Source: an optimization exercise on an open RTL-to-GDS flow (aim: small area, a short achievable clock period and few clock cycles). Production flows keep margins and buffers that such runs may drop. No run shown here included a check of the RTL's function; only the layout flow was run. No activity file was given, so power comes from the tool's default toggle rates.

File: flow/flow/run.sh
#!/bin/bash
# The standard layout, with the port buffers made of buf_1 cells
# instead of the default clkdlybuf4s50_1. The make output goes to make.log.
set -euo pipefail
bash standard.sh "BUFFER_PORTS_ARGS=-buffer_cell sky130_fd_sc_hd__buf_1" finish > make.log 2>&1
File: flow/standard.sh
#!/bin/bash
# synth_recipe.tcl (not shown) runs the flow's synth.tcl, then flattens the netlist and writes it again
# the make line also repeats each setting of config.mk as NAME=value (left out here)
make -C /OpenROAD-flow-scripts/flow DESIGN_CONFIG=/design/flow/config.mk WORK_HOME=/design/flow/orfs CLKGATE_MAP_FILE= SYNTH_SCRIPT=/design/flow/synth_recipe.tcl "${@:-finish}"
File: flow/config.mk
export PLATFORM = sky130hd
export DESIGN_NAME = seq_mult
export DESIGN_NICKNAME = seq_mult
export VERILOG_FILES = /design/flow/design.v
export SDC_FILE = /design/flow/constraint.sdc
export NUM_CORES = 4
export LEC_CHECK = 0
export CAP_MARGIN = 20
export CORE_MARGIN = 2
export CORE_UTILIZATION = 40
export SETUP_SLACK_MARGIN = 1.0
export SLEW_MARGIN = 20
File: flow/constraint.sdc
create_clock -name core_clock -period 5.0 [get_ports {clk}]
set_input_delay 1.0000 -clock core_clock [delete_from_list [all_inputs] [get_ports {clk}]]
set_output_delay 1.0000 -clock core_clock [all_outputs]
set_load 0.01 [all_outputs]
File: flow/design.v
`timescale 1ns/1ns
module full_adder #(parameter n = 8)
					(input [n-1:0] a, b,
					input c,
					output reg carry,
					output reg [n-1:0] sum);
  always@(*)
	{carry, sum} = a+b+c;
endmodule
`timescale 1ns/1ns
module register #(parameter n = 8)
						(input clk, rst, enable,
						input [n-1:0] reg_in,
						output reg [n-1:0] reg_out);
	always @(posedge clk) begin
		if (rst)
			reg_out <= 0;
		else if (enable)
			reg_out <= reg_in;	
	end
endmodule
`timescale 1ns/1ns
module shift_register #(parameter n = 8)
						(input clk, rst, enable, load,
						input  ser_in,
						input [n-1:0] par_in,
						output reg [n-1:0] par_out);
	always @(posedge clk) begin
		if (rst)
			par_out <= 0;
		else if (load)
			par_out <= par_in;	
		else if (enable) begin
			par_out <= {ser_in, par_out[n-1:1]};
		end	
	end
endmodule
`timescale 1ns/1ns
module mux2to1 #(parameter width = 8) 
				(input [width-1:0] a,b,
				 input sel,
				 output reg [width-1:0] out);
	always @(*) begin
		case (sel)
			0: out = a;
			1: out = b;
			default: out = {width{1'b0}};
		endcase	
	end
endmodule
`timescale 1ns/1ns
module datapath #(parameter n = 8)
				(input rst, clk,
				input reg_b_enable, reg_a_enable, reg_p_enable, reg_a_load, sel_mux_reg_b_zero,
				input sel_p_reg,
				input [n-1:0] a, b,
				output a_lsb,
				output [2*n-1:0] mul_out);
	wire [n-1:0] b_to_mux, mux_to_adder, adder_sum, mux_to_p_out, reg_p_out;
	wire adder_cout;
	register #(n) reg_partial_out (.clk(clk), .enable(reg_p_enable), .rst (rst), .reg_in(mux_to_p_out), .reg_out(reg_p_out));
	shift_register #(n) reg_a (.clk(clk), .rst (rst), .enable(reg_a_enable), .load (reg_a_load), .ser_in (adder_sum[0]), .par_in (a), .par_out(mul_out[n-1:0]));
	register #(n) reg_b (.clk(clk), .rst (rst), .enable(reg_b_enable), .reg_in(b), .reg_out(b_to_mux));			
	full_adder #(n) fa (.a(reg_p_out), .b(mux_to_adder), .c(1'b0), .carry(adder_cout), .sum(adder_sum));
	mux2to1 #(n) mux_to_reg_p (.a({n{1'b0}}), .b({adder_cout,adder_sum[n-1:1]}), .sel(sel_p_reg), .out(mux_to_p_out));  
	mux2to1 #(n) mux_reg_b_zero (.a({n{1'b0}}), .b(b_to_mux), .sel(sel_mux_reg_b_zero), .out(mux_to_adder));  
	assign a_lsb = (mul_out[0] == 1);  
	assign mul_out[2*n-1:n] = reg_p_out;
endmodule				
`timescale 1ns/1ns
module controller #(parameter m = 3)  
					(input start, clk, rst, a_lsb,
					output reg reg_b_enable, reg_a_enable, reg_p_enable, sel_p_reg, reg_a_load, sel_mux_reg_b_zero,
					output reg valid);
	parameter [1:0] reset = 0, load = 1, addshift = 2, done = 3;
	reg [1:0] current_state, next_state;
	reg count_en;
	reg [m-1:0] count;
	always @(current_state, start, count) begin :combinational
		case (current_state) 
			reset: begin
				if (start == 1) next_state = load;
				else next_state = reset;
			end	
			load: begin
				if (start == 0) next_state = addshift;
				else next_state = load;
			end				
			addshift: begin
				if ( count == {m{1'b1}}) next_state = done;
				else next_state = addshift;
			end	
			done: begin
				next_state = reset;
			end	
			default: next_state = reset;
		endcase
	end
	always @(current_state, a_lsb) begin :combinational_controlling_signals
		count_en = 0;
		reg_b_enable = 0;
		reg_a_enable = 0;
		reg_p_enable = 0;
		sel_p_reg = 0;
		reg_a_load = 0;
		sel_mux_reg_b_zero = 0;
		valid = 0;
		case (current_state) 
			reset: begin
				count_en = 0;
				reg_b_enable = 0;
				reg_a_enable = 0;
				reg_p_enable = 1;
				sel_p_reg = 0;
				reg_a_load = 0;
				sel_mux_reg_b_zero = 0;
				valid = 0;
			end	
			load: begin
				reg_a_load = 1;
				reg_b_enable =1;
			end				
			addshift: begin
				if (a_lsb == 0) begin
					reg_a_enable = 1;
					sel_mux_reg_b_zero = 0;  
					reg_p_enable = 1;
				end	
				else begin
					reg_a_enable = 1;
					sel_mux_reg_b_zero = 1;  
					reg_p_enable = 1;
				end	
				count_en = 1;
				sel_p_reg = 1;
			end	
			done: begin
				valid = 1;
			end	
			default: begin
				count_en = 0;
				reg_b_enable = 0;
				reg_a_enable = 0;
				reg_p_enable = 0;
				sel_p_reg = 0;
				reg_a_load = 0;
				sel_mux_reg_b_zero = 0;
				valid = 0;
			end
		endcase
	end
	always @(posedge clk) begin :sequential
		if (rst)
			current_state <= reset;
		else
			current_state <= next_state;
	end	
	always @(posedge clk) begin :counter_seq
		if (rst) begin
			count <= 0;
		end	
		else if (count_en == 1)
			count <= count + 1;
	end
endmodule
`timescale 1ns/1ns
module seq_mult #(parameter n = 32)
				(input start, rst, clk,
				input [n-1:0] a, b,
				output valid,
				output [2*n-1:0] result);
	reg [31:0] breg;
	reg [34:0] hs, hc;
	reg [7:0] sl, cl;
	reg [23:0] l;
	reg        lb, ngd;
	reg [15:0] selr;            
	reg [1:0]  cnt;
	reg        run, vld;
	function [15:0] sel;
		input [7:0] x;
		input y;
		integer k;
		reg [8:0] xy;
		reg x1, x0, p;
		begin
			xy = {x, y};
			for (k = 0; k < 4; k = k + 1) begin
				x1 = xy[2*k+2];
				x0 = xy[2*k+1];
				p  = xy[2*k];
				sel[k]       = ~x1 & (x0 ^ p);
				sel[4+k]   = ~x1 & x0 & p;
				sel[8+k] = x1 & (x0 ^ p);
				sel[12+k] = x1 & ~x0 & ~p;
			end
		end
	endfunction
	wire [31:0] bm = start ? b : breg;
	wire [15:0] seli = start ? sel(a[9:2], 1'b0) : selr;
	wire [34:0] hsi = start ? {1'b1, 2'b00, b & {32{a[0]}}} : hs;
	wire [34:0] hci = start ? {2'b00, b & {32{a[1]}}, 1'b0} : hc;
	wire [7:0] sli = sl & {8{~start}};
	wire [7:0] cli = cl & {8{~start}};
	wire       ngdi = ngd & ~start;
	wire [3:0] p1 = seli[3:0];
	wire [3:0] p2 = seli[7:4];
	wire [3:0] n1 = seli[11:8];
	wire [3:0] n2 = seli[15:12];
	wire [3:0] ng = n1 | n2;
	wire [33:0] pp0 = {~ng[0], ({33{p1[0]}} & {1'b0, bm}) | ({33{p2[0]}} & {bm, 1'b0}) | ({33{n1[0]}} & ~{1'b0, bm}) | ({33{n2[0]}} & ~{bm, 1'b0})};
	wire [33:0] pp1 = {~ng[1], ({33{p1[1]}} & {1'b0, bm}) | ({33{p2[1]}} & {bm, 1'b0}) | ({33{n1[1]}} & ~{1'b0, bm}) | ({33{n2[1]}} & ~{bm, 1'b0})};
	wire [33:0] pp2 = {~ng[2], ({33{p1[2]}} & {1'b0, bm}) | ({33{p2[2]}} & {bm, 1'b0}) | ({33{n1[2]}} & ~{1'b0, bm}) | ({33{n2[2]}} & ~{bm, 1'b0})};
	wire [33:0] pp3 = {~ng[3], ({33{p1[3]}} & {1'b0, bm}) | ({33{p2[3]}} & {bm, 1'b0}) | ({33{n1[3]}} & ~{1'b0, bm}) | ({33{n2[3]}} & ~{bm, 1'b0})};
	wire s1, c2;
	wire s3, c4;
	wire s5, c6;
	wire s7, c8;
	wire s9, c10;
	wire s11, c12;
	wire s13, c14;
	wire s15, c16;
	wire s17, c18;
	wire s19, c20;
	wire s21, c22;
	wire s23, c24;
	wire s25, c26;
	wire s27, c28;
	wire s29, c30;
	wire s31, c32;
	wire s33, c34;
	wire s35, c36;
	wire s37, c38;
	wire s39, c40;
	wire s41, c42;
	wire s43, c44;
	wire s45, c46;
	wire s47, c48;
	wire s49, c50;
	wire s51, c52;
	wire s53, c54;
	wire s55, c56;
	wire s57, c58;
	wire s59, c60;
	wire s61, c62;
	wire s63, c64;
	wire s65, c66;
	wire s67, c68;
	wire s69, c70;
	wire s71, c72;
	wire s73, c74;
	wire s75, c76;
	wire s77, c78;
	wire s79, c80;
	wire s81, c82;
	wire s83, c84;
	wire s85, c86;
	wire s87, c88;
	wire s89, c90;
	wire s91, c92;
	wire s93, c94;
	wire s95, c96;
	wire s97, c98;
	wire s99, c100;
	wire s101, c102;
	wire s103, c104;
	wire s105, c106;
	wire s107, c108;
	wire s109, c110;
	wire s111, c112;
	wire s113, c114;
	wire s115, c116;
	wire s117, c118;
	wire s119, c120;
	wire s121, c122;
	wire s123, c124;
	wire s125, c126;
	wire s127, c128;
	wire s129, c130;
	wire s131, c132;
	wire s133, c134;
	wire s135, c136;
	wire s137, c138;
	wire s139, c140;
	wire s141, c142;
	wire s143, c144;
	wire s145, c146;
	wire s147, c148;
	wire s149, c150;
	wire s151, c152;
	wire s153, c154;
	wire s155, c156;
	wire s157, c158;
	wire s159, c160;
	wire s161, c162;
	wire s163, c164;
	wire s165, c166;
	wire s167, c168;
	wire s169, c170;
	wire s171, c172;
	wire s173, c174;
	wire s175, c176;
	wire s177, c178;
	wire s179, c180;
	wire s181, c182;
	wire s183, c184;
	wire s185, c186;
	wire s187, c188;
	wire s189, c190;
	wire s191, c192;
	wire s193, c194;
	wire s195, c196;
	wire s197, c198;
	wire s199, c200;
	wire s201, c202;
	wire s203, c204;
	wire s205, c206;
	wire s207, c208;
	wire s209, c210;
	wire s211, c212;
	wire s213, c214;
	wire s215, c216;
	wire s217, c218;
	wire s219, c220;
	wire s221, c222;
	wire s223, c224;
	wire s225, c226;
	wire s227, c228;
	wire s229, c230;
	wire s231, c232;
	wire s233, c234;
	wire s235, c236;
	wire s237, c238;
	wire s239, c240;
	wire s241, c242;
	wire s243, c244;
	wire s245, c246;
	wire s247, c248;
	wire s249, c250;
	wire s251, c252;
	wire s253, c254;
	wire s255, c256;
	wire s257, c258;
	wire s259, c260;
	wire s261, c262;
	wire s263, c264;
	wire s265, c266;
	wire s267, c268;
	wire s269, c270;
	wire s271, c272;
	wire s273, c274;
	wire s275, c276;
	wire s277, c278;
	wire s279, c280;
	wire s281, c282;
	wire s283, c284;
	assign s1 = hsi[4] ^ hci[4];
	assign c2 = hsi[4] & hci[4];
	assign s3 = hsi[5] ^ hci[5];
	assign c4 = hsi[5] & hci[5];
	assign s5 = hsi[6] ^ hci[6] ^ pp0[4];
	assign c6 = (hsi[6] & hci[6]) | (hsi[6] & pp0[4]) | (hci[6] & pp0[4]);
	assign s7 = pp1[2] ^ pp2[0];
	assign c8 = pp1[2] & pp2[0];
	assign s9 = hsi[7] ^ hci[7] ^ pp0[5];
	assign c10 = (hsi[7] & hci[7]) | (hsi[7] & pp0[5]) | (hci[7] & pp0[5]);
	assign s11 = pp1[3] ^ pp2[1];
	assign c12 = pp1[3] & pp2[1];
	assign s13 = hsi[8] ^ hci[8] ^ pp0[6];
	assign c14 = (hsi[8] & hci[8]) | (hsi[8] & pp0[6]) | (hci[8] & pp0[6]);
	assign s15 = pp1[4] ^ pp2[2] ^ pp3[0];
	assign c16 = (pp1[4] & pp2[2]) | (pp1[4] & pp3[0]) | (pp2[2] & pp3[0]);
	assign s17 = hsi[9] ^ hci[9] ^ pp0[7];
	assign c18 = (hsi[9] & hci[9]) | (hsi[9] & pp0[7]) | (hci[9] & pp0[7]);
	assign s19 = pp1[5] ^ pp2[3] ^ pp3[1];
	assign c20 = (pp1[5] & pp2[3]) | (pp1[5] & pp3[1]) | (pp2[3] & pp3[1]);
	assign s21 = hsi[10] ^ hci[10] ^ pp0[8];
	assign c22 = (hsi[10] & hci[10]) | (hsi[10] & pp0[8]) | (hci[10] & pp0[8]);
	assign s23 = pp1[6] ^ pp2[4] ^ pp3[2];
	assign c24 = (pp1[6] & pp2[4]) | (pp1[6] & pp3[2]) | (pp2[4] & pp3[2]);
	assign s25 = hsi[11] ^ hci[11] ^ pp0[9];
	assign c26 = (hsi[11] & hci[11]) | (hsi[11] & pp0[9]) | (hci[11] & pp0[9]);
	assign s27 = pp1[7] ^ pp2[5] ^ pp3[3];
	assign c28 = (pp1[7] & pp2[5]) | (pp1[7] & pp3[3]) | (pp2[5] & pp3[3]);
	assign s29 = hsi[12] ^ hci[12] ^ pp0[10];
	assign c30 = (hsi[12] & hci[12]) | (hsi[12] & pp0[10]) | (hci[12] & pp0[10]);
	assign s31 = pp1[8] ^ pp2[6] ^ pp3[4];
	assign c32 = (pp1[8] & pp2[6]) | (pp1[8] & pp3[4]) | (pp2[6] & pp3[4]);
	assign s33 = hsi[13] ^ hci[13] ^ pp0[11];
	assign c34 = (hsi[13] & hci[13]) | (hsi[13] & pp0[11]) | (hci[13] & pp0[11]);
	assign s35 = pp1[9] ^ pp2[7] ^ pp3[5];
	assign c36 = (pp1[9] & pp2[7]) | (pp1[9] & pp3[5]) | (pp2[7] & pp3[5]);
	assign s37 = hsi[14] ^ hci[14] ^ pp0[12];
	assign c38 = (hsi[14] & hci[14]) | (hsi[14] & pp0[12]) | (hci[14] & pp0[12]);
	assign s39 = pp1[10] ^ pp2[8] ^ pp3[6];
	assign c40 = (pp1[10] & pp2[8]) | (pp1[10] & pp3[6]) | (pp2[8] & pp3[6]);
	assign s41 = hsi[15] ^ hci[15] ^ pp0[13];
	assign c42 = (hsi[15] & hci[15]) | (hsi[15] & pp0[13]) | (hci[15] & pp0[13]);
	assign s43 = pp1[11] ^ pp2[9] ^ pp3[7];
	assign c44 = (pp1[11] & pp2[9]) | (pp1[11] & pp3[7]) | (pp2[9] & pp3[7]);
	assign s45 = hsi[16] ^ hci[16] ^ pp0[14];
	assign c46 = (hsi[16] & hci[16]) | (hsi[16] & pp0[14]) | (hci[16] & pp0[14]);
	assign s47 = pp1[12] ^ pp2[10] ^ pp3[8];
	assign c48 = (pp1[12] & pp2[10]) | (pp1[12] & pp3[8]) | (pp2[10] & pp3[8]);
	assign s49 = hsi[17] ^ hci[17] ^ pp0[15];
	assign c50 = (hsi[17] & hci[17]) | (hsi[17] & pp0[15]) | (hci[17] & pp0[15]);
	assign s51 = pp1[13] ^ pp2[11] ^ pp3[9];
	assign c52 = (pp1[13] & pp2[11]) | (pp1[13] & pp3[9]) | (pp2[11] & pp3[9]);
	assign s53 = hsi[18] ^ hci[18] ^ pp0[16];
	assign c54 = (hsi[18] & hci[18]) | (hsi[18] & pp0[16]) | (hci[18] & pp0[16]);
	assign s55 = pp1[14] ^ pp2[12] ^ pp3[10];
	assign c56 = (pp1[14] & pp2[12]) | (pp1[14] & pp3[10]) | (pp2[12] & pp3[10]);
	assign s57 = hsi[19] ^ hci[19] ^ pp0[17];
	assign c58 = (hsi[19] & hci[19]) | (hsi[19] & pp0[17]) | (hci[19] & pp0[17]);
	assign s59 = pp1[15] ^ pp2[13] ^ pp3[11];
	assign c60 = (pp1[15] & pp2[13]) | (pp1[15] & pp3[11]) | (pp2[13] & pp3[11]);
	assign s61 = hsi[20] ^ hci[20] ^ pp0[18];
	assign c62 = (hsi[20] & hci[20]) | (hsi[20] & pp0[18]) | (hci[20] & pp0[18]);
	assign s63 = pp1[16] ^ pp2[14] ^ pp3[12];
	assign c64 = (pp1[16] & pp2[14]) | (pp1[16] & pp3[12]) | (pp2[14] & pp3[12]);
	assign s65 = hsi[21] ^ hci[21] ^ pp0[19];
	assign c66 = (hsi[21] & hci[21]) | (hsi[21] & pp0[19]) | (hci[21] & pp0[19]);
	assign s67 = pp1[17] ^ pp2[15] ^ pp3[13];
	assign c68 = (pp1[17] & pp2[15]) | (pp1[17] & pp3[13]) | (pp2[15] & pp3[13]);
	assign s69 = hsi[22] ^ hci[22] ^ pp0[20];
	assign c70 = (hsi[22] & hci[22]) | (hsi[22] & pp0[20]) | (hci[22] & pp0[20]);
	assign s71 = pp1[18] ^ pp2[16] ^ pp3[14];
	assign c72 = (pp1[18] & pp2[16]) | (pp1[18] & pp3[14]) | (pp2[16] & pp3[14]);
	assign s73 = hsi[23] ^ hci[23] ^ pp0[21];
	assign c74 = (hsi[23] & hci[23]) | (hsi[23] & pp0[21]) | (hci[23] & pp0[21]);
	assign s75 = pp1[19] ^ pp2[17] ^ pp3[15];
	assign c76 = (pp1[19] & pp2[17]) | (pp1[19] & pp3[15]) | (pp2[17] & pp3[15]);
	assign s77 = hsi[24] ^ hci[24] ^ pp0[22];
	assign c78 = (hsi[24] & hci[24]) | (hsi[24] & pp0[22]) | (hci[24] & pp0[22]);
	assign s79 = pp1[20] ^ pp2[18] ^ pp3[16];
	assign c80 = (pp1[20] & pp2[18]) | (pp1[20] & pp3[16]) | (pp2[18] & pp3[16]);
	assign s81 = hsi[25] ^ hci[25] ^ pp0[23];
	assign c82 = (hsi[25] & hci[25]) | (hsi[25] & pp0[23]) | (hci[25] & pp0[23]);
	assign s83 = pp1[21] ^ pp2[19] ^ pp3[17];
	assign c84 = (pp1[21] & pp2[19]) | (pp1[21] & pp3[17]) | (pp2[19] & pp3[17]);
	assign s85 = hsi[26] ^ hci[26] ^ pp0[24];
	assign c86 = (hsi[26] & hci[26]) | (hsi[26] & pp0[24]) | (hci[26] & pp0[24]);
	assign s87 = pp1[22] ^ pp2[20] ^ pp3[18];
	assign c88 = (pp1[22] & pp2[20]) | (pp1[22] & pp3[18]) | (pp2[20] & pp3[18]);
	assign s89 = hsi[27] ^ hci[27] ^ pp0[25];
	assign c90 = (hsi[27] & hci[27]) | (hsi[27] & pp0[25]) | (hci[27] & pp0[25]);
	assign s91 = pp1[23] ^ pp2[21] ^ pp3[19];
	assign c92 = (pp1[23] & pp2[21]) | (pp1[23] & pp3[19]) | (pp2[21] & pp3[19]);
	assign s93 = hsi[28] ^ hci[28] ^ pp0[26];
	assign c94 = (hsi[28] & hci[28]) | (hsi[28] & pp0[26]) | (hci[28] & pp0[26]);
	assign s95 = pp1[24] ^ pp2[22] ^ pp3[20];
	assign c96 = (pp1[24] & pp2[22]) | (pp1[24] & pp3[20]) | (pp2[22] & pp3[20]);
	assign s97 = hsi[29] ^ hci[29] ^ pp0[27];
	assign c98 = (hsi[29] & hci[29]) | (hsi[29] & pp0[27]) | (hci[29] & pp0[27]);
	assign s99 = pp1[25] ^ pp2[23] ^ pp3[21];
	assign c100 = (pp1[25] & pp2[23]) | (pp1[25] & pp3[21]) | (pp2[23] & pp3[21]);
	assign s101 = hsi[30] ^ hci[30] ^ pp0[28];
	assign c102 = (hsi[30] & hci[30]) | (hsi[30] & pp0[28]) | (hci[30] & pp0[28]);
	assign s103 = pp1[26] ^ pp2[24] ^ pp3[22];
	assign c104 = (pp1[26] & pp2[24]) | (pp1[26] & pp3[22]) | (pp2[24] & pp3[22]);
	assign s105 = hsi[31] ^ hci[31] ^ pp0[29];
	assign c106 = (hsi[31] & hci[31]) | (hsi[31] & pp0[29]) | (hci[31] & pp0[29]);
	assign s107 = pp1[27] ^ pp2[25] ^ pp3[23];
	assign c108 = (pp1[27] & pp2[25]) | (pp1[27] & pp3[23]) | (pp2[25] & pp3[23]);
	assign s109 = hsi[32] ^ hci[32] ^ pp0[30];
	assign c110 = (hsi[32] & hci[32]) | (hsi[32] & pp0[30]) | (hci[32] & pp0[30]);
	assign s111 = pp1[28] ^ pp2[26] ^ pp3[24];
	assign c112 = (pp1[28] & pp2[26]) | (pp1[28] & pp3[24]) | (pp2[26] & pp3[24]);
	assign s113 = hsi[33] ^ hci[33] ^ pp0[31];
	assign c114 = (hsi[33] & hci[33]) | (hsi[33] & pp0[31]) | (hci[33] & pp0[31]);
	assign s115 = pp1[29] ^ pp2[27] ^ pp3[25];
	assign c116 = (pp1[29] & pp2[27]) | (pp1[29] & pp3[25]) | (pp2[27] & pp3[25]);
	assign s117 = ~hsi[34] ^ hci[34] ^ pp0[32];
	assign c118 = (~hsi[34] & hci[34]) | (~hsi[34] & pp0[32]) | (hci[34] & pp0[32]);
	assign s119 = pp1[30] ^ pp2[28] ^ pp3[26];
	assign c120 = (pp1[30] & pp2[28]) | (pp1[30] & pp3[26]) | (pp2[28] & pp3[26]);
	assign s121 = hsi[34] ^ pp0[33] ^ pp1[31];
	assign c122 = (hsi[34] & pp0[33]) | (hsi[34] & pp1[31]) | (pp0[33] & pp1[31]);
	assign s123 = pp2[29] ^ pp3[27];
	assign c124 = pp2[29] & pp3[27];
	assign s125 = pp1[32] ^ pp2[30] ^ pp3[28];
	assign c126 = (pp1[32] & pp2[30]) | (pp1[32] & pp3[28]) | (pp2[30] & pp3[28]);
	assign s127 = hsi[0] ^ hci[0];
	assign c128 = hsi[0] & hci[0];
	assign s129 = hsi[2] ^ hci[2];
	assign c130 = hsi[2] & hci[2];
	assign s131 = hsi[3] ^ hci[3];
	assign c132 = hsi[3] & hci[3];
	assign s133 = pp0[2] ^ pp1[0] ^ ng[1];
	assign c134 = (pp0[2] & pp1[0]) | (pp0[2] & ng[1]) | (pp1[0] & ng[1]);
	assign s135 = c2 ^ pp0[3] ^ pp1[1];
	assign c136 = (c2 & pp0[3]) | (c2 & pp1[1]) | (pp0[3] & pp1[1]);
	assign s137 = c4 ^ ng[2] ^ s5;
	assign c138 = (c4 & ng[2]) | (c4 & s5) | (ng[2] & s5);
	assign s139 = c6 ^ c8 ^ s9;
	assign c140 = (c6 & c8) | (c6 & s9) | (c8 & s9);
	assign s141 = c10 ^ c12 ^ s13;
	assign c142 = (c10 & c12) | (c10 & s13) | (c12 & s13);
	assign s143 = c14 ^ c16 ^ s17;
	assign c144 = (c14 & c16) | (c14 & s17) | (c16 & s17);
	assign s145 = c18 ^ c20 ^ s21;
	assign c146 = (c18 & c20) | (c18 & s21) | (c20 & s21);
	assign s147 = c22 ^ c24 ^ s25;
	assign c148 = (c22 & c24) | (c22 & s25) | (c24 & s25);
	assign s149 = c26 ^ c28 ^ s29;
	assign c150 = (c26 & c28) | (c26 & s29) | (c28 & s29);
	assign s151 = c30 ^ c32 ^ s33;
	assign c152 = (c30 & c32) | (c30 & s33) | (c32 & s33);
	assign s153 = c34 ^ c36 ^ s37;
	assign c154 = (c34 & c36) | (c34 & s37) | (c36 & s37);
	assign s155 = c38 ^ c40 ^ s41;
	assign c156 = (c38 & c40) | (c38 & s41) | (c40 & s41);
	assign s157 = c42 ^ c44 ^ s45;
	assign c158 = (c42 & c44) | (c42 & s45) | (c44 & s45);
	assign s159 = c46 ^ c48 ^ s49;
	assign c160 = (c46 & c48) | (c46 & s49) | (c48 & s49);
	assign s161 = c50 ^ c52 ^ s53;
	assign c162 = (c50 & c52) | (c50 & s53) | (c52 & s53);
	assign s163 = c54 ^ c56 ^ s57;
	assign c164 = (c54 & c56) | (c54 & s57) | (c56 & s57);
	assign s165 = c58 ^ c60 ^ s61;
	assign c166 = (c58 & c60) | (c58 & s61) | (c60 & s61);
	assign s167 = c62 ^ c64 ^ s65;
	assign c168 = (c62 & c64) | (c62 & s65) | (c64 & s65);
	assign s169 = c66 ^ c68 ^ s69;
	assign c170 = (c66 & c68) | (c66 & s69) | (c68 & s69);
	assign s171 = c70 ^ c72 ^ s73;
	assign c172 = (c70 & c72) | (c70 & s73) | (c72 & s73);
	assign s173 = c74 ^ c76 ^ s77;
	assign c174 = (c74 & c76) | (c74 & s77) | (c76 & s77);
	assign s175 = c78 ^ c80 ^ s81;
	assign c176 = (c78 & c80) | (c78 & s81) | (c80 & s81);
	assign s177 = c82 ^ c84 ^ s85;
	assign c178 = (c82 & c84) | (c82 & s85) | (c84 & s85);
	assign s179 = c86 ^ c88 ^ s89;
	assign c180 = (c86 & c88) | (c86 & s89) | (c88 & s89);
	assign s181 = c90 ^ c92 ^ s93;
	assign c182 = (c90 & c92) | (c90 & s93) | (c92 & s93);
	assign s183 = c94 ^ c96 ^ s97;
	assign c184 = (c94 & c96) | (c94 & s97) | (c96 & s97);
	assign s185 = c98 ^ c100 ^ s101;
	assign c186 = (c98 & c100) | (c98 & s101) | (c100 & s101);
	assign s187 = c102 ^ c104 ^ s105;
	assign c188 = (c102 & c104) | (c102 & s105) | (c104 & s105);
	assign s189 = c106 ^ c108 ^ s109;
	assign c190 = (c106 & c108) | (c106 & s109) | (c108 & s109);
	assign s191 = c110 ^ c112 ^ s113;
	assign c192 = (c110 & c112) | (c110 & s113) | (c112 & s113);
	assign s193 = c114 ^ c116 ^ s117;
	assign c194 = (c114 & c116) | (c114 & s117) | (c116 & s117);
	assign s195 = c118 ^ c120 ^ s121;
	assign c196 = (c118 & c120) | (c118 & s121) | (c120 & s121);
	assign s197 = c122 ^ c124 ^ 1'b1;
	assign c198 = (c122 & c124) | (c122 & 1'b1) | (c124 & 1'b1);
	assign s199 = c126 ^ pp1[33] ^ pp2[31];
	assign c200 = (c126 & pp1[33]) | (c126 & pp2[31]) | (pp1[33] & pp2[31]);
	assign s201 = pp2[32] ^ pp3[30];
	assign c202 = pp2[32] & pp3[30];
	assign s203 = ngdi ^ cyn;
	assign c204 = ngdi & cyn;
	assign s205 = c128 ^ hsi[1] ^ hci[1];
	assign c206 = (c128 & hsi[1]) | (c128 & hci[1]) | (hsi[1] & hci[1]);
	assign s207 = pp0[0] ^ ng[0] ^ s129;
	assign c208 = (pp0[0] & ng[0]) | (pp0[0] & s129) | (ng[0] & s129);
	assign s209 = c130 ^ pp0[1] ^ s131;
	assign c210 = (c130 & pp0[1]) | (c130 & s131) | (pp0[1] & s131);
	assign s211 = c132 ^ s1 ^ s133;
	assign c212 = (c132 & s1) | (c132 & s133) | (s1 & s133);
	assign s213 = c134 ^ s3 ^ s135;
	assign c214 = (c134 & s3) | (c134 & s135) | (s3 & s135);
	assign s215 = c136 ^ s7 ^ s137;
	assign c216 = (c136 & s7) | (c136 & s137) | (s7 & s137);
	assign s217 = c138 ^ s11 ^ s139;
	assign c218 = (c138 & s11) | (c138 & s139) | (s11 & s139);
	assign s219 = c140 ^ s15 ^ s141;
	assign c220 = (c140 & s15) | (c140 & s141) | (s15 & s141);
	assign s221 = c142 ^ s19 ^ s143;
	assign c222 = (c142 & s19) | (c142 & s143) | (s19 & s143);
	assign s223 = c144 ^ s23 ^ s145;
	assign c224 = (c144 & s23) | (c144 & s145) | (s23 & s145);
	assign s225 = c146 ^ s27 ^ s147;
	assign c226 = (c146 & s27) | (c146 & s147) | (s27 & s147);
	assign s227 = c148 ^ s31 ^ s149;
	assign c228 = (c148 & s31) | (c148 & s149) | (s31 & s149);
	assign s229 = c150 ^ s35 ^ s151;
	assign c230 = (c150 & s35) | (c150 & s151) | (s35 & s151);
	assign s231 = c152 ^ s39 ^ s153;
	assign c232 = (c152 & s39) | (c152 & s153) | (s39 & s153);
	assign s233 = c154 ^ s43 ^ s155;
	assign c234 = (c154 & s43) | (c154 & s155) | (s43 & s155);
	assign s235 = c156 ^ s47 ^ s157;
	assign c236 = (c156 & s47) | (c156 & s157) | (s47 & s157);
	assign s237 = c158 ^ s51 ^ s159;
	assign c238 = (c158 & s51) | (c158 & s159) | (s51 & s159);
	assign s239 = c160 ^ s55 ^ s161;
	assign c240 = (c160 & s55) | (c160 & s161) | (s55 & s161);
	assign s241 = c162 ^ s59 ^ s163;
	assign c242 = (c162 & s59) | (c162 & s163) | (s59 & s163);
	assign s243 = c164 ^ s63 ^ s165;
	assign c244 = (c164 & s63) | (c164 & s165) | (s63 & s165);
	assign s245 = c166 ^ s67 ^ s167;
	assign c246 = (c166 & s67) | (c166 & s167) | (s67 & s167);
	assign s247 = c168 ^ s71 ^ s169;
	assign c248 = (c168 & s71) | (c168 & s169) | (s71 & s169);
	assign s249 = c170 ^ s75 ^ s171;
	assign c250 = (c170 & s75) | (c170 & s171) | (s75 & s171);
	assign s251 = c172 ^ s79 ^ s173;
	assign c252 = (c172 & s79) | (c172 & s173) | (s79 & s173);
	assign s253 = c174 ^ s83 ^ s175;
	assign c254 = (c174 & s83) | (c174 & s175) | (s83 & s175);
	assign s255 = c176 ^ s87 ^ s177;
	assign c256 = (c176 & s87) | (c176 & s177) | (s87 & s177);
	assign s257 = c178 ^ s91 ^ s179;
	assign c258 = (c178 & s91) | (c178 & s179) | (s91 & s179);
	assign s259 = c180 ^ s95 ^ s181;
	assign c260 = (c180 & s95) | (c180 & s181) | (s95 & s181);
	assign s261 = c182 ^ s99 ^ s183;
	assign c262 = (c182 & s99) | (c182 & s183) | (s99 & s183);
	assign s263 = c184 ^ s103 ^ s185;
	assign c264 = (c184 & s103) | (c184 & s185) | (s103 & s185);
	assign s265 = c186 ^ s107 ^ s187;
	assign c266 = (c186 & s107) | (c186 & s187) | (s107 & s187);
	assign s267 = c188 ^ s111 ^ s189;
	assign c268 = (c188 & s111) | (c188 & s189) | (s111 & s189);
	assign s269 = c190 ^ s115 ^ s191;
	assign c270 = (c190 & s115) | (c190 & s191) | (s115 & s191);
	assign s271 = c192 ^ s119 ^ s193;
	assign c272 = (c192 & s119) | (c192 & s193) | (s119 & s193);
	assign s273 = c194 ^ s123 ^ s195;
	assign c274 = (c194 & s123) | (c194 & s195) | (s123 & s195);
	assign s275 = c196 ^ s125 ^ s197;
	assign c276 = (c196 & s125) | (c196 & s197) | (s125 & s197);
	assign s277 = c198 ^ pp3[29] ^ s199;
	assign c278 = (c198 & pp3[29]) | (c198 & s199) | (pp3[29] & s199);
	assign s279 = c200 ^ 1'b1 ^ s201;
	assign c280 = (c200 & 1'b1) | (c200 & s201) | (1'b1 & s201);
	assign s281 = c202 ^ pp2[33] ^ pp3[31];
	assign c282 = (c202 & pp2[33]) | (c202 & pp3[31]) | (pp2[33] & pp3[31]);
	assign s283 = pp3[32] ^ 1'b1;
	assign c284 = pp3[32] & 1'b1;
	wire [42:0] sv = {1'b0, c284, c282, c280, c278, c276, c274, c272, c270, c268, c266, c264, c262, c260, c258, c256, c254, c252, c250, c248, c246, c244, c242, c240, c238, c236, c234, c232, c230, c228, c226, c224, c222, c220, c218, c216, c214, c212, c210, c208, c206, c204, s127};
	wire [42:0] cv = {1'b0, pp3[33], s283, s281, s279, s277, s275, s273, s271, s269, s267, s265, s263, s261, s259, s257, s255, s253, s251, s249, s247, s245, s243, s241, s239, s237, s235, s233, s231, s229, s227, s225, s223, s221, s219, s217, s215, s213, s211, s209, s207, s205, s203};
	wire [8:0] low = sli + cli;
	wire       cyn = low[8];
	always @(posedge clk) begin
		breg <= bm;
		hs   <= sv[42:8];
		hc   <= cv[42:8];
		sl   <= sv[7:0];
		cl   <= cv[7:0];
		ngd  <= ng[3];
		if (start) begin
			selr <= sel(a[17:10], a[9]);
			lb   <= a[17];
			l    <= {18'd0, a[31:18]};
		end else begin
			selr <= sel(l[7:0], lb);
			lb   <= l[7];
			l    <= {low[7:0], l[23:8]};
		end
	end
	always @(posedge clk) begin
		if (rst) begin
			run <= 1'b0;
			vld <= 1'b0;
		end else begin
			vld <= 1'b0;
			if (start) begin
				run <= 1'b1;
				cnt <= 2'd0;
			end else if (run) begin
				cnt <= cnt + 1'b1;
				if (cnt == 2'd2) begin
					run <= 1'b0;
					vld <= 1'b1;
				end
			end
		end
	end
	wire [39:0] hsum = {hs[31:0], sl} + {hc[31:0], cl};
	assign valid  = vld;
	assign result = {hsum, l};
endmodule
==> results by group, run 1 <==
Worst setup path
  – Worst setup SP type: flop
  – CP Class: flop to output port
  – Crit path DAT: ~3.0 ns
  – Crit. Startpoint: cl[6]$_DFF_P_
  – Endpoint type of the worst setup path: output port
  – Crit Path Max Fanout: 4
  – CP required: about 4.0 ns
  – RR Startpoint: selr[8]$_DFF_P_

Floorplan
  – Die footprint: ~37000 sq um
  – I/O Pins: roughly 130
  – Height of the die: approximately 190 um
  – Die width: ~190 um
  – Core region area: around 35000 sq um
  – Row cnt: between 60 and 70
  – Starting density of the core: 0.405

Timing
  – Endpoints failing setup: 0
  – Final Slew Violations: 0
  – Rel. slew slack: 0.246
  – Final Hold Violating Endpoints: 0
  – RSZ-0062 raised after global routing: true
  – Clock Skew: a little over 0.009 ns
  – Final TNS setup: 0 ns
  – Final worst slack: 0.980 ns
  – Worst slew pin tran: 1.13 ns
  – Maximum clock rate: between 200 and 250 MHz
  – Post-layout min period: 4.02 ns
  – Final period utilization: 0.804

Power
  – Lkg Pwr: around 7.3 nW
  – PD cells: approximately 650 nW/um^2
  – Maximum vdd drop: 258 uV
  – Design Power: 0.0109 W

Synth
  – Simple-gate share of the synthesized area: 0.150
  – Post-synthesis sequential area ratio: 0.227
  – Post-synth cell types: 66
  – Mean Syn Cell Area: ~8.0 sq um
  – Area of the mapped netlist: roughly 14000 sq um
  – Largest family of logic cells by synthesized area: adder cells
  – Main flop type after synthesis: dfxtp_1
  – Synth Area in Adders: 0.234
  – Syn nets: 2064
  – Mapped Cells: ~1800
  – Mux share of post-synthesis cell area: 0.0292
  – Synth async-reset ratio: 0
  – Seq cells post-synth: 162
  – Number of synthesized flops with an enable pin: 2
  – Post-synthesis compound-gate area fraction: 0.224
  – Post-Synth XOR/XNOR Area: 0.0305
  – YS warnings: 1

Clocking
  – CTS max path bufs: 2
  – Clock latency on the worst-skew pair: roughly 0.45 ns
  – H-tree Lvls: 4
  – CTS Root Cell: clkbuf_16
  – CTS sink count: ~160
  – Clock slew at reported path FFs: around 0.080 ns
  – CTS tree: done
  – Post-CTS Hold Buffers: 0
  – TritonCTS Buffers: 17

Cells and area
  – Final Util: 0.471
  – Layout Nets: 2143
  – Non-filler cells, final: 2359
  – Commonest non-fill, non-tap cell in the layout: inv_1
  – Antenna cells: 0
  – Share of cells above drive strength 1: 0.106
  – Most frequent cells in the layout: 276 x inv_1, 150 x dfxtp_1, 141 x nor2_1, 136 x nand2_1, 129 x fa_1
  – Area growth from synthesis to layout: 16.4%

Detailed routing
  – TritonRoute pass-1 iters: 6
  – ANT nets after route: 0
  – Routed wire length: between 40000 and 50000 um
  – # DRC: 0
  – WL/cell: between 15 and 20 um
  – Via count: between 10000 and 15000
  – Iter 0 DRT Violations: approximately 840
  – DR vias/cell: between 5 and 6

Global routing
  – Initial antenna violation count: 1
  – Vias in the first global route: 12500
  – Grt total ovfl: 0
  – Total GRT Usage: 0.232
  – Pin count of the biggest net entering global routing: about 120
  – First-pass GRT wire length: ~69000 um

Worst hold path
  – HP Start: run$_SDFF_PP0_
  – Hold Crit Class: flop to flop

Placement
  – Post-Place Worst Slack: 0.494 ns
  – Port Buffers: about 130
  – Hpwl dp: 32500 um
  – Routability cong.: roughly 0.87
  – Cell total after placement: about 2300

Outcome
  – Outcome: finished clean

Flow run
  – Max Cap Viol: 0
## final timing paths
path | end | slack, ns | cells past startpoint
max | result[60] | 0.98 | 11
min | vld$_SDFF_PP0_ | 0.48 | 1
max reg2reg | hc[0]$_DFF_P_ | 1.74 | 8
min reg2reg | vld$_SDFF_PP0_ | 0.48 | 1
## state kept, by name, summed over array words and instances, names as in the netlist
signal / cells
hc: 34
hs: 34
breg: 32
l: 24
selr: 16
cl: 8
sl: 8
cnt: 2
lb: 1
ngd: 1
run: 1
vld: 1
## power breakdown
part	internal, W	leakage, nW	switching, W
logic	0.00295	5.66	0.00441
registers	0.00180	1.36	0.000345
clock network	0.000740	0.314	0.000710
total	0.00549	7.34	0.00546
## synthesized netlist by cell type (11+ instances only)
master	count	area [sq um]
inv_1	277	1040
dfxtp_1	160	3200
nor2_1	145	544
nand2_1	138	518
o21ai_0	131	656
fa_1	130	2600
a21oi_1	122	611
clkbuf_1	105	394
nand3_1	74	370
nor2b_1	62	388
ha_1	61	763
o211ai_1	53	398
a21o_1	45	338
xnor2_1	34	298
a221oi_1	33	289
a221o_1	30	300
mux2i_1	25	250
xor2_1	16	140
mux2_2	15	169
buf_1	14	52.6
nand2b_1	12	75.1
nor3_1	11	55.1
## final cells by class
| cell class | count | area, sq um |
|---|---|---|
| Clock buffer | 17 | 425 |
| Clock inverter | 15 | 230 |
| Fill cell | 3422 | 18800 |
| Inverter | 279 | 1050 |
| Multi-Input combinational cell | 1244 | 10100 |
| Sequential cell | 162 | 3280 |
| Tap cell | 461 | 577 |
| Timing Repair Buffer | 181 | 1010 |
## routing by layer
metal / share of wire / up-vias / track usage
li1: - / 6208 / -
met1: 0.44 / 6079 / 0.309
met2: 0.47 / 414 / 0.382
met3: 0.048 / 81 / 0.0284
met4: 0.037 / 2 / 0.0933
met5: 0.00029 / - / 0
## logic make-up after synthesis
kind of cell / Yosys count
muxes: 40
and+or+nand+nor: 472
buffers and inverters: 400
DFF: 162
xor gates and xnor gates: 50
adders and majority gates: 191
AOI/OAI and AO/OA: 491
## stage by stage
stage | hold WS, ns | instance area, sq um
final | 0.476 | 16700
after global placement | 0.452 | 15400
after floorplan | 0.444 | 14400
after detailed placement | 0.466 | 15400
after global routing | 0.495 | 16700
after CTS | 0.478 | 16400
## worst max-delay path, cell delays in order (launching register included)
cell	delay, ns
dfxtp_1	0.36
ha_4	0.31
nand2_1	0.10
nor3_2	0.26
o21ai_4	0.11
a21oi_2	0.18
nor4_2	0.06
buf_4	0.17
or4_4	0.46
a211o_1	0.31
o311ai_1	0.08
buf_2	0.17
## timing repair
item	CTS	global route
endpoints found under the setup margin	21	58
gates cloned	0	3
resized for setup	79	33
buffers inserted	3	8
pin swaps	19	15
==> inputs of run 2 (changes only) <==
--- a/flow/config.mk
+++ b/flow/config.mk
@@ -8,5 +8,6 @@
 export CAP_MARGIN = 20
 export CORE_MARGIN = 2
 export CORE_UTILIZATION = 40
+export CTS_BUF_LIST = sky130_fd_sc_hd__clkbuf_8
 export SETUP_SLACK_MARGIN = 1.0
 export SLEW_MARGIN = 20
==> run 2 against run 1 <==
Against the previous run:
- clock power fell by 24%
- register-to-register slack got worse by 0.05 ns
- still clean
- global-route usage barely moved
- cell count rose by 0.47%
- synthesized area did not move
- setup slack got worse by 0.039 ns
==> results by group, run 2 <==
Outcome
  – Outcome: finished clean

Placement
  – Placed Area: approximately 15000 sq um
  – Port Buffers: around 130
  – Routability cong.: roughly 0.87
  – Hpwl dp: 32500 um

Timing
  – RSZ-0062 raised after global routing: true
  – Final TNS setup: 0 ns
  – Rel. slew slack: 0.315
  – Final Hold Violating Endpoints: 0
  – Endpoints failing setup: 0
  – Final Slew Violations: 0
  – Final period utilization: 0.812
  – Worst slew pin tran: between 1 and 1.5 ns
  – Maximum clock rate: roughly 250 MHz
  – Clock Skew: 0.0135 ns
  – Post-layout min period: 4.06 ns

Worst setup path
  – Flop2flop setup slack: approximately 1.7 ns
  – Crit Path Max Fanout: 5
  – CP Class: flop to output port
  – CP required: about 4.0 ns
  – Endpoint type of the worst setup path: output port
  – RR Startpoint: selr[8]$_DFF_P_
  – Reg-to-reg endpoint: hc[0]$_DFF_P_
  – Worst r2r path cells: 8
  – Worst setup SP type: flop
  – Crit path DAT: about 3.1 ns
  – Critical-path top delay cell: a211o_4
  – CP Cell Sequence: ha_4 -> a211oi_4 -> o21ai_2 -> a311oi_2 -> o21ai_2 -> a41o_4 -> a211o_4 -> and3_4 -> a211oi_2 -> buf_2
  – Most Frequent Cell on Critical Path: o21ai_2
  – CP peak stage delay: approximately 0.4 ns

Synth
  – Leading area contributor after synthesis: dfxtp_1
  – Main flop type after synthesis: dfxtp_1
  – Synth async-reset ratio: 0
  – Area of the mapped netlist: about 14000 sq um
  – Mapped Cells: 1806
  – Most frequent cells after synthesis: 277 x inv_1, 160 x dfxtp_1, 145 x nor2_1, 138 x nand2_1, 131 x o21ai_0
  – Post-synthesis sequential area ratio: 0.227
  – Seq cells post-synth: 162
  – Top cells by area, synth: dfxtp_1 22%, fa_1 18%, inv_1 7.2%, ha_1 5.3%, o21ai_0 4.6%
  – Share of the synthesized area in the top cell type: 0.223
  – YS warnings: 1
  – Most instantiated library cell after synthesis: inv_1
  – Syn nets: 2064
  – Post-synth cell types: between 60 and 70
  – Mean Syn Cell Area: a little under 8 sq um
  – Number of synthesized flops with an enable pin: 2

Global routing
  – First-pass GRT wire length: between 60000 and 70000 um
  – Total GRT Usage: 0.231
  – Vias in the first global route: between 10000 and 15000
  – Pin count of the biggest net entering global routing: between 100 and 150
  – Grt total ovfl: 0
  – Initial antenna violation count: 1

Floorplan
  – Height of the die: 194 um
  – Die width: a little under 200 um
  – Starting density of the core: 0.405
  – I/O Pins: approximately 130
  – Row cnt: 69
  – Core region area: between 30000 and 40000 sq um
  – Die footprint: 37500 sq um

Flow run
  – Max Cap Viol: 0

Clocking
  – CTS tree: done
  – CTS max path bufs: 2
  – Post-CTS Hold Buffers: 0
  – CTS Root Cell: clkbuf_8
  – CTS sink count: ~160
  – H-tree Lvls: 4
  – Clock latency on the worst-skew pair: 0.49 ns
  – Clock slew at reported path FFs: between 0.1 and 0.15 ns
  – TritonCTS Buffers: 17

Detailed routing
  – Via count: between 10000 and 15000
  – DR vias/cell: roughly 5.4
  – Routed wire length: roughly 45000 um
  – TritonRoute pass-1 iters: 5
  – WL/cell: roughly 19 um
  – # DRC: 0
  – ANT nets after route: 0
  – Iter 0 DRT Violations: between 800 and 900

Power
  – Lkg Pwr: 7.32 nW
  – Design Power: between 0.01 and 0.015 W
  – Maximum vdd drop: around 280 uV
  – PD cells: around 650 nW/um^2

Cells and area
  – Most frequent cells in the layout: 276 x inv_1, 145 x dfxtp_1, 141 x nor2_1, 136 x nand2_1, 129 x fa_1
  – Final instance area: ~17000 sq um
  – Layout Nets: around 2200
  – Area growth from synthesis to layout: 16.4%
  – Antenna cells: 0
  – Share of cells above drive strength 1: 0.123
  – Top flop regs: hc: 34 flops, hs: 34 flops, breg: 32 flops
  – Commonest non-fill, non-tap cell in the layout: inv_1

Worst hold path
  – Hold Crit Class: flop to flop
  – Hold Path End: vld$_SDFF_PP0_
  – HP Start: run$_SDFF_PP0_
  – Hold depth: 1
run 2: cell counts after synthesis:
No cell type changed its count.
run 2: layer usage:
metal / share of wire / wire [um] / GRT usage
met5: 0.00029 / 13 / 0
met4: 0.033 / 1470 / 0.0752
met3: 0.043 / 1950 / 0.0289
met2: 0.48 / 21500 / 0.388
met1: 0.45 / 20200 / 0.310
run 2: repair_timing:
action,4_1_cts,5_1_grt
cloned,0,6
gates resized for setup,83,63
setup buffers,7,12
pin swaps,21,17
setup endpoints to repair,23,38
run 2: worst max path at each step:
stage                  start        endpoint  cells past startpoint
3_3_place_gp           start  hc[24]$_DFF_P_                     13
2_1_floorplan          start  hc[23]$_DFF_P_                     12
6_report       sl[1]$_DFF_P_      result[61]                     10
3_5_place_dp           start  hc[24]$_DFF_P_                     13
4_1_cts        sl[1]$_DFF_P_      result[61]                     10
5_1_grt        hs[2]$_DFF_P_      result[60]                     11
run 2: critical path: cells and delay by family, from the launching register on:
kind,cells,cell delay [ns]
fa+ha+maj,1,0.25
buf+inv,1,0.16
flops,1,0.37
simple gates,1,0.19
compound gates,7,1.60
run 2: final cells by class:
cell class / count / area [sq um]
fill: 3424 / 18800
timing repair buffer: 189 / 1060
tap: 461 / 577
timing repair inverter: 1 / 5.00
inverter: 279 / 1050
multi-input combinational: 1246 / 10300
clock buffer: 17 / 234
clock inverter: 15 / 230
sequential: 162 / 3290
run 2: cell families (layout without fill, tap and decap cells):
| logic type | after synthesis | count (layout) | share of synthesized area |
|---|---|---|---|
| simple gates | 472 | 472 | 0.150 |
| fa+ha+maj | 191 | 191 | 0.234 |
| flops | 162 | 162 | 0.227 |
| compound gates | 491 | 493 | 0.224 |
| buf+inv | 400 | 501 | 0.105 |
| xor+xnor | 50 | 50 | 0.0305 |
| mux | 40 | 40 | 0.0292 |
run 2: power breakdown:
part           internal [W]  total (W)  switching (W)
combinational       0.00308    0.00758        0.00450
clock              0.000445    0.00110       0.000658
sequential          0.00180    0.00215       0.000347
run 2: through the flow:
step	utilization	hold WS [ns]	setup WS [ns]	cells
4_1_cts	0.458	0.483	0.865	2352
6_report	0.471	0.482	0.942	2370
5_1_grt	0.471	0.500	0.808	2370
2_1_floorplan	-	0.444	1.01	1806
3_3_place_gp	0.434	0.452	0.528	2313
3_5_place_dp	0.434	0.466	0.494	2313
==> inputs of run 3 (changes only) <==
--- a/flow/config.mk
+++ b/flow/config.mk
@@ -5,9 +5,9 @@
 export SDC_FILE = /design/flow/constraint.sdc
 export NUM_CORES = 4
 export LEC_CHECK = 0
+export ABC_AREA = 1
 export CAP_MARGIN = 20
 export CORE_MARGIN = 2
 export CORE_UTILIZATION = 40
-export CTS_BUF_LIST = sky130_fd_sc_hd__clkbuf_8
 export SETUP_SLACK_MARGIN = 1.0
 export SLEW_MARGIN = 20
==> run 3 against run 2 <==
Against the previous run:
- still clean on timing, DRC and antenna
- setup slack gained 0.25 ns
- utilization shrank 2.9 points
- flip-flop and latch count is the same
- synthesized area grew 5.4%
- via count grew 14%
- global-route usage grew 2.4 points
- cell count grew 18%
- non-clock buffer count shrank 19
- final area shrank 0.82%
- register-to-register slack gained 0.13 ns
- die area grew 5.3%
- critical endpoint is now hc[8]$_DFF_P_
- largest cell class unchanged
- largest power group unchanged
==> results by group, run 3 <==
Synth
  – Mean Syn Cell Area: 6.91 sq um
  – YS warnings: 1
  – Syn nets: about 2500
  – Seq cells post-synth: approximately 160
  – Number of synthesized flops with an enable pin: 2
  – Most instantiated library cell after synthesis: nand2_1
  – Leading area contributor after synthesis: dfxtp_1
  – Share of the synthesized area in the top cell type: 0.211
  – Main flop type after synthesis: dfxtp_1
  – Synth async-reset ratio: 0
  – Most frequent cells after synthesis: 675 x nand2_1, 391 x inv_1, 167 x o21ai_0, 160 x dfxtp_1, 130 x fa_1
  – Post-synthesis sequential area ratio: 0.215
  – Top cells by area, synth: dfxtp_1 21%, fa_1 17%, nand2_1 17%, inv_1 9.7%, o21ai_0 5.5%
  – Post-synth cell types: 54
  – Area of the mapped netlist: approximately 15000 sq um
  – Mapped Cells: 2194

Power
  – P_sw: between 0.005 and 0.006 W
  – Combinational Power Share: 0.659
  – Maximum vdd drop: between 200 and 300 uV
  – Switching share of power: 0.533
  – Pint: 0.00469 W
  – Clock power share: 0.131
  – Part of the power in registers: 0.209
  – PD cells: between 600 and 700 nW/um^2
  – Lkg Pwr: 8.14 nW

Detailed routing
  – DR vias/cell: between 5 and 6
  – ANT nets after route: 0
  – Routed wire length: about 50000 um
  – Iter 0 DRT Violations: around 1400
  – TritonRoute pass-1 iters: 5
  – Via count: 14700
  – WL/cell: around 18 um
  – # DRC: 0

Global routing
  – Pin count of the biggest net entering global routing: just under 60
  – Vias in the first global route: roughly 14000
  – Grt total ovfl: 0
  – Initial antenna violation count: 0
  – First-pass GRT wire length: around 77000 um
  – Total GRT Usage: 0.255

Timing
  – Clock Skew: 0.0155 ns
  – Rel. slew slack: 0.466
  – Final period utilization: 0.762
  – Maximum clock rate: ~260 MHz
  – Final TNS setup: 0 ns
  – Post-layout min period: approximately 3.8 ns
  – Final Hold Slack: 0.446 ns
  – Endpoints failing setup: 0
  – Final Slew Violations: 0
  – Final Hold Violating Endpoints: 0
  – RSZ-0062 raised after global routing: false
  – Worst slew pin tran: 0.802 ns

Cells and area
  – Final instance area: about 17000 sq um
  – Multi-input gate area: between 9000 and 10000 sq um
  – Layout Nets: between 2000 and 3000
  – Sequential Area: about 3300 sq um
  – Area growth from synthesis to layout: 9.49%
  – Share of cells above drive strength 1: 0.0607
  – Commonest non-fill, non-tap cell in the layout: nand2_1
  – Antenna cells: 0
  – Most frequent cells in the layout: 674 x nand2_1, 391 x inv_1, 167 x o21ai_0, 160 x dfxtp_1
  – Top flop regs: hc: 34 flops, hs: 34 flops, breg: 32 flops
  – Final-layout fill cell count: around 4000

Clocking
  – # Post-CTS Setup Buffers: 0
  – Post-CTS Hold Buffers: 0
  – CTS sink count: ~160
  – TritonCTS Buffers: 17
  – Clock slew at reported path FFs: around 0.08 ns
  – CTS tree: done
  – CTS max path bufs: 2
  – Clock latency on the worst-skew pair: 0.45 ns
  – Cells resized by post-CTS repair: 1
  – H-tree Lvls: 4
  – CTS Root Cell: clkbuf_16

Placement
  – Routability cong.: between 0.8 and 0.9
  – Placed Area: around 16000 sq um
  – Hpwl dp: between 30000 and 40000 um
  – Port Buffers: around 130

Floorplan
  – Die footprint: approximately 39000 sq um
  – Height of the die: just under 200 um
  – Core region area: 37500 sq um
  – Row cnt: 71
  – Starting density of the core: 0.404
  – Die width: 199 um
  – I/O Pins: around 130

Worst setup path
  – CP required: around 5.3 ns
  – Crit path DAT: 4.14 ns
  – Endpoint type of the worst setup path: flop
  – Crit Path Max Fanout: 20
  – CP Class: input port to flop
  – Worst setup SP type: input port

Worst hold path
  – Hold Crit Class: flop to flop

Flow run
  – Max Cap Viol: 0

Outcome
  – Outcome: finished clean
run 3: cell count changes in the layout (fill, tap and decap cells not counted), sizes merged, moves of 30 or more:
cell / delta
nand3: -39
inv: +130
o2111ai: +40
a221oi: -31
nor2: -36
o21ai: +78
nor2b: -62
a221o: -30
nand2: +541
o211ai: -52
a21o: -44
run 3: power groups by stage:
stage	logic, W	registers, W	clock network, W
floorplan	0.00451	0.00196	0
global placement	0.00651	0.00212	0
detailed placement	0.00661	0.00212	0
CTS	0.00665	0.00209	0.00135
global route	0.00756	0.00213	0.00140
finish	0.00661	0.00210	0.00132
run 3: per-layer routing:
layer	track usage	share of wire
met3	0.0432	0.078
met5	0	0
met2	0.408	0.45
met1	0.349	0.44
met4	0.0882	0.027
run 3: worst paths after layout:
| kind | cells after the start | start | slack (ns) | end |
|---|---|---|---|---|
| hold reg to reg | 2 | l[22]$_SDFF_PP0_ | 0.45 | l[14]$_SDFF_PP0_ |
| setup / recovery | 12 | start | 1.19 | hc[8]$_DFF_P_ |
| hold / removal | 2 | l[22]$_SDFF_PP0_ | 0.45 | l[14]$_SDFF_PP0_ |
| setup reg to reg | 10 | breg[11]$_DFF_P_ | 1.82 | hc[5]$_DFF_P_ |
run 3: worst max-delay path, stage by stage:
cell,delay (ns)
buf_6,0.22
buf_4,0.24
nand2_1,0.10
o22ai_2,0.26
inv_1,0.29
buf_4,0.30
o21ai_0,0.31
fa_1,0.30
inv_1,0.08
fa_1,0.50
inv_1,0.05
fa_1,0.46
run 3: cells by family (layout without fill, tap and decap cells):
logic type,Yosys count,after routing,synth area share
AND/OR/NAND/NOR,858,858,0.222
buffers and inverters,511,608,0.145
AO/OA/AOI/OAI,448,448,0.182
adder cells (fa/ha/maj),191,191,0.222
flip-flops,162,162,0.215
XOR/XNOR,24,24,0.0139
run 3: area by class of cell:
type                       count  share of cell area
timing repair buffer         170              0.0510
clock inverter                15              0.0100
sequential                   162               0.197
tap                          511              0.0385
inverter                     406              0.0925
multi-input combinational   1521               0.586
clock buffer                  17              0.0256
run 3: metrics by stage:
step           instances   util  setup WS [ns]  total power, W
6_report            2802  0.442           1.19          0.0100
5_1_grt             2802  0.442           1.04          0.0111
4_1_cts             2802  0.442           1.02          0.0101
3_5_place_dp        2770  0.426          0.517         0.00873
3_3_place_gp        2770  0.426          0.587         0.00863
2_1_floorplan       2194      -           1.32         0.00648

[separate check: timing with driven ports]
No port has a modelled driver above. Below, the same layouts with a new extraction and two added sets of constraints.
Step 1 assumes that a clkbuf_16 drives the clock port and a buf_2 every other input.
Step 2 adds t to the input delays and takes it off the output delays; t is the mean of the earliest and latest rising clock arrival at the registers after step 1. Input paths then give back, and output paths get back, about the clock's delay inside the block.
Slacks: ideal / step 1 / step 2; pairs: ideal / step 1.
run | t (ns) | setup WS [ns] | worst setup path at the end | latest minus earliest clock arrival (ns) | worst data-port slew with drivers (ns)
run 1 | 0.499 | 0.980 / 0.928 / 0.669 | input to register | 0.009 / 0.009 | 0.07
run 2 | 0.536 | 0.942 / 0.893 / 0.631 | input to register | 0.014 / 0.014 | 0.06
run 3 | 0.497 | 1.190 / 1.206 / 0.708 | input to register | 0.017 / 0.017 | 0.05
After both steps every run listed still meets setup and hold. For run 3, which loses most, drivers alone change the setup slack by +0.016 ns; drivers and shift together by -0.482 ns.
